This is an optimization exercise on Yosys and OpenROAD, whose aim is small area, not a production implementation.
Only simulation tests tie the RTL to the original design; equivalence was not proved.
Power and IR drop assume default switching activity.

==> flow/design.v <==
module topModule (
    input clk, rst,
    input S1, S2,
    input S3,
    input S4,
    input S5,
    input S6,
    input S7,
    input PB1,
    output reg Buzzer,
    output reg LED0, LED1,
    output reg [7:0] seg_7_display,
    output reg [7:0] active_low_anode
);
    localparam Time = 2'b00, Set_time = 2'b01, Set_alarm = 2'b10, Alarm = 2'b11;
    reg [4:0] ph;
    reg [9:0] hi;
    wire ph_z = ~|ph[3:0];
    wire ph_wrap = ph[4] & ph_z;
    wire tick = ph_wrap & (&hi[8:0]) & ~hi[9];
    wire [2:0] slot = hi[2:0];
    always @(posedge clk or posedge rst)
        if (rst) begin
            ph <= 5'd0;
            hi <= 10'd0;
        end else begin
            ph <= {ph[3:0], ph[4] ^ ph[2] ^ ph_z};
            hi <= hi + {9'd0, ph_wrap};
        end
    reg [1:0] state;
    reg [5:0] seconds;               
    reg [5:0] minutes, alarm_minutes;
    reg [4:0] hours, alarm_hours;
    reg [1:0] alarm_led_counter;
    reg alarm_buzzer_counter;
    reg prv_S5;
    wire in_time  = state == Time;
    wire in_st    = state == Set_time;
    wire in_sa    = state == Set_alarm;
    wire sec59 = &{seconds[5:3], seconds[1:0]};
    wire min59 = &{minutes[5:3], minutes[1:0]};
    wire hr23  = &{hours[4], hours[2:0]};
    wire amin59 = &{alarm_minutes[5:3], alarm_minutes[1:0]};
    wire ahr23  = &{alarm_hours[4], alarm_hours[2:0]};
    wire go    = tick & ~S6;
    wire inc_m  = go & ((in_time & sec59) | (in_st & S3));
    wire inc_h  = go & ((in_time & sec59 & min59) | (in_st & S4));
    wire inc_am = go & in_sa & S3;
    wire inc_ah = go & in_sa & S4;
    wire match = (minutes == alarm_minutes) && (hours == alarm_hours);
    always @(posedge clk or posedge rst)
        if (rst) prv_S5 <= 1'b0;
        else if (tick) prv_S5 <= S5;
    always @(posedge clk or posedge rst)
        if (rst) begin
            minutes <= 6'd0; hours <= 5'd0;
            alarm_minutes <= 6'd0; alarm_hours <= 5'd0;
        end else begin
            if (inc_m)  minutes <= min59 ? 6'd0 : minutes + 6'd1;
            if (inc_h)  hours <= hr23 ? 5'd0 : hours + 5'd1;
            if (inc_am) alarm_minutes <= amin59 ? 6'd0 : alarm_minutes + 6'd1;
            if (inc_ah) alarm_hours <= ahr23 ? 5'd0 : alarm_hours + 5'd1;
        end
    always @(posedge clk or posedge rst)
        if (rst) begin
            state <= Time;
            seconds <= 6'd0;
            alarm_led_counter <= 2'd0;
            alarm_buzzer_counter <= 1'b0;
            LED0 <= 1'b0;
            LED1 <= 1'b0;
            Buzzer <= 1'b0;
        end else if (tick) begin
            if (S6) begin
                LED0 <= 1'b0;
                LED1 <= 1'b0;
                Buzzer <= 1'b0;
            end else begin
                LED1 <= 1'b1;
                Buzzer <= 1'b0;
                case (state)
                    Time: begin
                        seconds <= sec59 ? 6'd0 : seconds + 6'd1;
                        LED0 <= ~seconds[0];
                        if (S1) state <= Set_time;
                        else if (S2) state <= Set_alarm;
                        else if (match & S5 & ~prv_S5) state <= Alarm;
                    end
                    Set_time: begin
                        LED0 <= 1'b0;
                        if (!S1) state <= Time;
                    end
                    Set_alarm: begin
                        LED0 <= 1'b1;
                        if (!S2) state <= Time;
                    end
                    default: begin
                        alarm_led_counter <= alarm_led_counter + 2'd1;
                        LED0 <= ~(&alarm_led_counter);
                        if (!S7) begin
                            alarm_buzzer_counter <= ~alarm_buzzer_counter;
                            Buzzer <= ~alarm_buzzer_counter;
                        end
                        if (PB1) state <= Time;
                    end
                endcase
            end
        end
    wire [5:0] v = slot[1] ? {1'b0, S2 ? alarm_hours : hours} : (S2 ? alarm_minutes : minutes);
    reg [2:0] tens;
    reg [3:0] units;
    always @(*) begin
        case (v)
            6'd0: {tens, units} = {3'd0, 4'd0};
            6'd1: {tens, units} = {3'd0, 4'd1};
            6'd2: {tens, units} = {3'd0, 4'd2};
            6'd3: {tens, units} = {3'd0, 4'd3};
            6'd4: {tens, units} = {3'd0, 4'd4};
            6'd5: {tens, units} = {3'd0, 4'd5};
            6'd6: {tens, units} = {3'd0, 4'd6};
            6'd7: {tens, units} = {3'd0, 4'd7};
            6'd8: {tens, units} = {3'd0, 4'd8};
            6'd9: {tens, units} = {3'd0, 4'd9};
            6'd10: {tens, units} = {3'd1, 4'd0};
            6'd11: {tens, units} = {3'd1, 4'd1};
            6'd12: {tens, units} = {3'd1, 4'd2};
            6'd13: {tens, units} = {3'd1, 4'd3};
            6'd14: {tens, units} = {3'd1, 4'd4};
            6'd15: {tens, units} = {3'd1, 4'd5};
            6'd16: {tens, units} = {3'd1, 4'd6};
            6'd17: {tens, units} = {3'd1, 4'd7};
            6'd18: {tens, units} = {3'd1, 4'd8};
            6'd19: {tens, units} = {3'd1, 4'd9};
            6'd20: {tens, units} = {3'd2, 4'd0};
            6'd21: {tens, units} = {3'd2, 4'd1};
            6'd22: {tens, units} = {3'd2, 4'd2};
            6'd23: {tens, units} = {3'd2, 4'd3};
            6'd24: {tens, units} = {3'd2, 4'd4};
            6'd25: {tens, units} = {3'd2, 4'd5};
            6'd26: {tens, units} = {3'd2, 4'd6};
            6'd27: {tens, units} = {3'd2, 4'd7};
            6'd28: {tens, units} = {3'd2, 4'd8};
            6'd29: {tens, units} = {3'd2, 4'd9};
            6'd30: {tens, units} = {3'd3, 4'd0};
            6'd31: {tens, units} = {3'd3, 4'd1};
            6'd32: {tens, units} = {3'd3, 4'd2};
            6'd33: {tens, units} = {3'd3, 4'd3};
            6'd34: {tens, units} = {3'd3, 4'd4};
            6'd35: {tens, units} = {3'd3, 4'd5};
            6'd36: {tens, units} = {3'd3, 4'd6};
            6'd37: {tens, units} = {3'd3, 4'd7};
            6'd38: {tens, units} = {3'd3, 4'd8};
            6'd39: {tens, units} = {3'd3, 4'd9};
            6'd40: {tens, units} = {3'd4, 4'd0};
            6'd41: {tens, units} = {3'd4, 4'd1};
            6'd42: {tens, units} = {3'd4, 4'd2};
            6'd43: {tens, units} = {3'd4, 4'd3};
            6'd44: {tens, units} = {3'd4, 4'd4};
            6'd45: {tens, units} = {3'd4, 4'd5};
            6'd46: {tens, units} = {3'd4, 4'd6};
            6'd47: {tens, units} = {3'd4, 4'd7};
            6'd48: {tens, units} = {3'd4, 4'd8};
            6'd49: {tens, units} = {3'd4, 4'd9};
            6'd50: {tens, units} = {3'd5, 4'd0};
            6'd51: {tens, units} = {3'd5, 4'd1};
            6'd52: {tens, units} = {3'd5, 4'd2};
            6'd53: {tens, units} = {3'd5, 4'd3};
            6'd54: {tens, units} = {3'd5, 4'd4};
            6'd55: {tens, units} = {3'd5, 4'd5};
            6'd56: {tens, units} = {3'd5, 4'd6};
            6'd57: {tens, units} = {3'd5, 4'd7};
            6'd58: {tens, units} = {3'd5, 4'd8};
            6'd59: {tens, units} = {3'd5, 4'd9};
            6'd60: {tens, units} = {3'd6, 4'd0};
            6'd61: {tens, units} = {3'd6, 4'd1};
            6'd62: {tens, units} = {3'd6, 4'd2};
            6'd63: {tens, units} = {3'd6, 4'd3};
        endcase
    end
    wire [3:0] dv = slot[2] ? 4'd0 : (slot[0] ? {1'b0, tens} : units);
    always @(*) begin
        case (slot)
            3'd0: active_low_anode = 8'hFE;
            3'd1: active_low_anode = 8'hFD;
            3'd2: active_low_anode = 8'hFB;
            3'd3: active_low_anode = 8'hF7;
            default: active_low_anode = 8'hFF;
        endcase
        case (dv)
            4'd0: seg_7_display = 8'hC0;
            4'd1: seg_7_display = 8'hF9;
            4'd2: seg_7_display = 8'hA4;
            4'd3: seg_7_display = 8'hB0;
            4'd4: seg_7_display = 8'h99;
            4'd5: seg_7_display = 8'h92;
            4'd6: seg_7_display = 8'h82;
            4'd7: seg_7_display = 8'hF8;
            4'd8: seg_7_display = 8'h80;
            4'd9: seg_7_display = 8'h90;
            default: seg_7_display = 8'hC0;
        endcase
    end
endmodule
clock: 10.0 ns
lec_check: 0
cap_margin: 20
core_margin: 2
core_utilization: 40
cts_buf_list: sky130_fd_sc_hd__clkbuf_8
slew_margin: 20
standard.sh (not shown) runs the stock make flow with config.mk's settings and CLKGATE_MAP_FILE= SYNTH_SCRIPT=/design/flow/synth_recipe.tcl, a recipe that flattens the netlist after the stock synthesis.
==> flow/flow/run.sh <==
#!/bin/bash
# Own layout flow: the standard flow (standard.sh) with two changes:
#  - synthesis maps the logic with an area-oriented ABC script (flow/my_synth.tcl);
#    registers, their names and cell types are as in the standard synthesis;
#  - the port buffers that placement inserts are sky130_fd_sc_hd__buf_1;
#  - clock tree synthesis takes its arguments from flow/cts_args.
# Each tool's output goes to its own log under orfs/logs; make's output to flow_make.log.
set -euo pipefail
HERE=$(pwd)
sed "s#SYNTH_SCRIPT=[^ ]*#SYNTH_SCRIPT=$HERE/flow/my_synth.tcl#" standard.sh > my_standard.sh
grep -q "SYNTH_SCRIPT=$HERE/flow/my_synth.tcl" my_standard.sh
export BUFFER_PORTS_ARGS="-buffer_cell sky130_fd_sc_hd__buf_1"
# clock tree options (ORFS's cts.tcl reads CTS_ARGS): no dummy loads
if [[ -f flow/cts_args ]]; then export CTS_ARGS="$(cat flow/cts_args)"; fi
bash my_standard.sh > flow_make.log 2>&1
==> flow/flow/abc_a.script <==
strash
&get -n
&st
&deepsyn -T 20
&put
dch -f
amap
topo
dnsize
==> flow/flow/abc_b.script <==
strash
&get -n
&st
&deepsyn -T 40 -S 7
&put
dch -f
amap
topo
dnsize
==> flow/flow/abc_c.script <==
strash
&get -n
&st
&deepsyn -T 20
&dch
&nf -R 1000
&put
topo
dnsize
==> flow/flow/abc_d.script <==
strash
&get -n
&st
&deepsyn -T 20
&put
dch -f
amap -F 20 -A 30 -C 1000
topo
dnsize
==> flow/flow/abc_e.script <==
strash
&get -n
&st
&deepsyn -T 20
&put
dch -f
amap
strash
dch -f
amap
topo
dnsize
==> flow/flow/cts_args <==
-sink_clustering_enable -repair_clock_nets -buf_list sky130_fd_sc_hd__clkbuf_8 -dont_use_dummy_load -sink_clustering_size 30 -sink_clustering_max_diameter 500 -distance_between_buffers 500
==> flow/flow/my_synth.tcl <==
# synth_recipe.tcl with one change: ABC maps the logic with area-oriented scripts
# (abc_*.script beside this file) instead of ORFS's speed script. Each script is
# tried on the same input and the mapping with the smallest cell area is kept.
set ::my_abc_scripts [lsort [glob [file join [file dirname [file normalize [info script]]] abc_*.script]]]
proc synth {args} { yosys synth -nofsm -noshare {*}$args }
proc abc {args} {
  set i [lsearch -exact $args -script]
  set lib $::env(LIB_FILES)
  design -save my_pre_abc
  set best 1e30
  set best_sc ""
  foreach sc $::my_abc_scripts {
    design -load my_pre_abc
    set a $args
    if {$i >= 0} { lset a [expr {$i + 1}] $sc }
    yosys abc {*}$a
    set s [tee -q -s result.string stat -liberty [lindex $lib 0]]
    if {[regexp {Chip area for module[^:]*:\s*([0-9.]+)} $s -> area]} {
      puts "MY_ABC $sc area $area"
      if {$area < $best} { set best $area; set best_sc $sc; design -save my_best_abc }
    }
  }
  puts "MY_ABC best $best_sc area $best"
  design -load my_best_abc
}
# no separate adder mapping: ABC maps the adders with the rest of the logic
set ::env(ADDER_MAP_FILE) ""
source $::env(SCRIPTS_DIR)/synth.tcl
# left out here: clear keep_hierarchy, flatten, clean up, hide names made inside functions, write 1_2_yosys.v
Then changed:
==> flow/flow/cts_args (replaced) <==
-sink_clustering_enable -repair_clock_nets -buf_list sky130_fd_sc_hd__clkbuf_8 -dont_use_dummy_load
--- a/flow/flow/my_synth.tcl
+++ b/flow/flow/my_synth.tcl
@@ -24,6 +24,4 @@
   design -load my_best_abc
 }
-# no separate adder mapping: ABC maps the adders with the rest of the logic
-set ::env(ADDER_MAP_FILE) ""
 source $::env(SCRIPTS_DIR)/synth.tcl
 # left out here: clear keep_hierarchy, flatten, clean up, hide names made inside functions, write 1_2_yosys.v
Effect: Setup slack loses 0.20 ns; clock-buffer cell count does not change; design area grows by 17%; clock skew came out higher by 0.012 ns; flip-flop and latch count does not change; die area increases by 16%; maximum frequency shrinks by 2.6%; routed wire length is higher by 16%; total power goes up by 1.2%; area after synthesis climbs by 17%.
Then changed:
==> flow/flow/cts_args (replaced) <==
-sink_clustering_enable -repair_clock_nets -buf_list sky130_fd_sc_hd__clkbuf_16 -root_buf sky130_fd_sc_hd__clkbuf_16 -dont_use_dummy_load -sink_clustering_size 60 -sink_clustering_max_diameter 500
--- a/flow/flow/my_synth.tcl
+++ b/flow/flow/my_synth.tcl
@@ -24,4 +24,6 @@
   design -load my_best_abc
 }
+# no separate adder mapping: ABC maps the adders with the rest of the logic
+set ::env(ADDER_MAP_FILE) ""
 source $::env(SCRIPTS_DIR)/synth.tcl
 # left out here: clear keep_hierarchy, flatten, clean up, hide names made inside functions, write 1_2_yosys.v
=>
- final area falls by 13%
- hold slack is worse by 0.0094 ns
- maximum frequency rises by about 2.7%
- routed wire length falls by 14%
- total power rises by about 14%
- non-clock buffer count falls by 1
- worst setup slack is better by 0.20 ns
- critical path depth rises by 4
Then changed:
==> flow/flow/run.sh (replaced) <==
#!/bin/bash
# Own layout flow: the standard flow (standard.sh) with these changes:
#  - synthesis maps all the logic, adders included, with area-oriented ABC
#    scripts and keeps the smallest result (flow/my_synth.tcl);
#    registers, their names and cell types are as in the standard synthesis;
#  - the port buffers that placement inserts are sky130_fd_sc_hd__buf_1;
#  - clock tree synthesis takes its arguments from flow/cts_args;
#  - the constant outputs share one tie cell.
# Each tool's output goes to its own log under orfs/logs; make's output to flow_make.log.
set -euo pipefail
HERE=$(pwd)
sed "s#SYNTH_SCRIPT=[^ ]*#SYNTH_SCRIPT=$HERE/flow/my_synth.tcl#" standard.sh > my_standard.sh
grep -q "SYNTH_SCRIPT=$HERE/flow/my_synth.tcl" my_standard.sh
export BUFFER_PORTS_ARGS="-buffer_cell sky130_fd_sc_hd__buf_1"
# keep synthesis's single tie cell for the constant outputs (no tie per port)
export SKIP_REPAIR_TIE_FANOUT=1
# clock tree options (ORFS's cts.tcl reads CTS_ARGS): no dummy loads
if [[ -f flow/cts_args ]]; then export CTS_ARGS="$(cat flow/cts_args)"; fi
bash my_standard.sh > flow_make.log 2>&1
==> flow/flow/abc_a.script (replaced) <==
strash
&get -n
&st
&deepsyn -J 800 -S 7
&put
dch -f
amap -F 20 -A 30 -C 1000
topo
dnsize
==> flow/flow/abc_b.script (replaced) <==
strash
&get -n
&st
&deepsyn -J 800 -S 7
&put
dch -f
amap
topo
dnsize
==> flow/flow/abc_c.script (replaced) <==
strash
&get -n
&st
&deepsyn -J 800 -S 7
&put
dch -f
amap
strash
dch -f
amap
topo
dnsize
==> flow/flow/abc_d.script (replaced) <==
strash
&get -n
&st
&deepsyn -J 800 -S 9
&put
dch -f
amap -F 20 -A 30 -C 1000
topo
dnsize
==> flow/flow/abc_e.script (replaced) <==
strash
&get -n
&st
&deepsyn -J 800 -S 5
&put
dch -f
amap -F 20 -A 30 -C 1000
topo
dnsize
==> flow/flow/cts_args (replaced) <==
-sink_clustering_enable -repair_clock_nets -buf_list sky130_fd_sc_hd__clkbuf_8 -dont_use_dummy_load
--- a/flow/flow/my_synth.tcl
+++ b/flow/flow/my_synth.tcl
@@ -2,4 +2,6 @@
 # (abc_*.script beside this file) instead of ORFS's speed script. Each script is
 # tried on the same input and the mapping with the smallest cell area is kept.
+# The scripts stop on step counts, not on time, so the result does not depend
+# on the machine.
 set ::my_abc_scripts [lsort [glob [file join [file dirname [file normalize [info script]]] abc_*.script]]]
 proc synth {args} { yosys synth -nofsm -noshare {*}$args }
Global-route usage falls by 0.49 points.
Wire length fell by 5.2%.
Worst hold slack is about the same.
Power is lower by 12%.
Final area fell by 3.2%.
Then changed:
==> flow/flow/run.sh (replaced) <==
#!/bin/bash
# Own layout flow: the standard flow (standard.sh) with two changes:
#  - synthesis maps the logic with an area-oriented ABC script (flow/my_synth.tcl);
#    registers, their names and cell types are as in the standard synthesis;
#  - the port buffers that placement inserts are sky130_fd_sc_hd__buf_1;
#  - clock tree synthesis takes its arguments from flow/cts_args.
# Each tool's output goes to its own log under orfs/logs; make's output to flow_make.log.
set -euo pipefail
HERE=$(pwd)
sed "s#SYNTH_SCRIPT=[^ ]*#SYNTH_SCRIPT=$HERE/flow/my_synth.tcl#" standard.sh > my_standard.sh
grep -q "SYNTH_SCRIPT=$HERE/flow/my_synth.tcl" my_standard.sh
export BUFFER_PORTS_ARGS="-buffer_cell sky130_fd_sc_hd__buf_1"
# clock tree options (ORFS's cts.tcl reads CTS_ARGS): no dummy loads
if [[ -f flow/cts_args ]]; then export CTS_ARGS="$(cat flow/cts_args)"; fi
bash my_standard.sh > flow_make.log 2>&1
==> flow/flow/abc_a.script (replaced) <==
strash
&get -n
&st
&deepsyn -T 20
&put
dch -f
amap
topo
dnsize
==> flow/flow/abc_b.script (replaced) <==
strash
&get -n
&st
&deepsyn -T 40 -S 7
&put
dch -f
amap
topo
dnsize
==> flow/flow/abc_c.script (replaced) <==
strash
&get -n
&st
&deepsyn -T 20
&dch
&nf -R 1000
&put
topo
dnsize
==> flow/flow/abc_d.script (replaced) <==
strash
&get -n
&st
&deepsyn -T 20
&put
dch -f
amap -F 20 -A 30 -C 1000
topo
dnsize
==> flow/flow/abc_e.script (replaced) <==
strash
&get -n
&st
&deepsyn -T 20
&put
dch -f
amap
strash
dch -f
amap
topo
dnsize
--- a/flow/flow/my_synth.tcl
+++ b/flow/flow/my_synth.tcl
@@ -2,6 +2,4 @@
 # (abc_*.script beside this file) instead of ORFS's speed script. Each script is
 # tried on the same input and the mapping with the smallest cell area is kept.
-# The scripts stop on step counts, not on time, so the result does not depend
-# on the machine.
 set ::my_abc_scripts [lsort [glob [file join [file dirname [file normalize [info script]]] abc_*.script]]]
 proc synth {args} { yosys synth -nofsm -noshare {*}$args }
Effect:
- final cell count went up by about 2.5%
- via count went up by 1.4%
- die area barely changes
- final area increases by about 0.7%
- hold slack improves by 0.0041 ns
Then changed:
--- a/flow/flow/my_synth.tcl
+++ b/flow/flow/my_synth.tcl
@@ -26,4 +26,6 @@
 # no separate adder mapping: ABC maps the adders with the rest of the logic
 set ::env(ADDER_MAP_FILE) ""
+# and the adders are left to ABC as plain ripple logic (no Kogge-Stone carry map)
+set ::env(SYNTH_OPERATIONS_ARGS) "-nofsm"
 source $::env(SCRIPTS_DIR)/synth.tcl
 # left out here: clear keep_hierarchy, flatten, clean up, hide names made inside functions, write 1_2_yosys.v
- The new run finished clean
- core utilization goes up by 0.34 points
- area after synthesis goes up by 1.7%
- global-route usage goes up by 0.31 points
- worst hold slack loses 0.0040 ns
- maximum frequency goes up by about 2.6%
- design area goes up by about 1.3%
- clock-buffer cell count does not change
- cell count goes up by 2.7%

==> what the ideal ports hide <==
In the flow no input, the clock included, has a driving cell. The finished layouts below were timed again as built, in two steps. Step 1 sets driving cells, clkbuf_16 on the clock port and buf_2 on the other inputs (assumed; they add their load-dependent delay and slew). Step 2 moves the port delays by t, midway between the first and last clock arrival at a register: inputs arrive t later, outputs are due t later. That takes back most of the time a late clock gives input paths. Slacks: ideal / step 1 / step 2; pairs: ideal / step 1.
run	t (ns)	slack for setup (ns)	worst slew at a driven data input, ns
the first run	0.323	2.780 / 2.746 / 2.746	0.04
the second run	0.328	2.585 / 2.561 / 2.561	0.04
the third run	0.315	2.782 / 2.748 / 2.748	0.04
the fourth run	0.325	3.071 / 3.049 / 3.049	0.03
the fifth run	0.330	2.704 / 2.668 / 2.668	0.04
the sixth run	0.318	2.886 / 2.855 / 2.855	0.03
After both steps setup and hold are still met in every run listed. The setup slack of the fifth run, which loses most, moves by -0.036 ns with the drivers and by -0.036 ns with both steps.
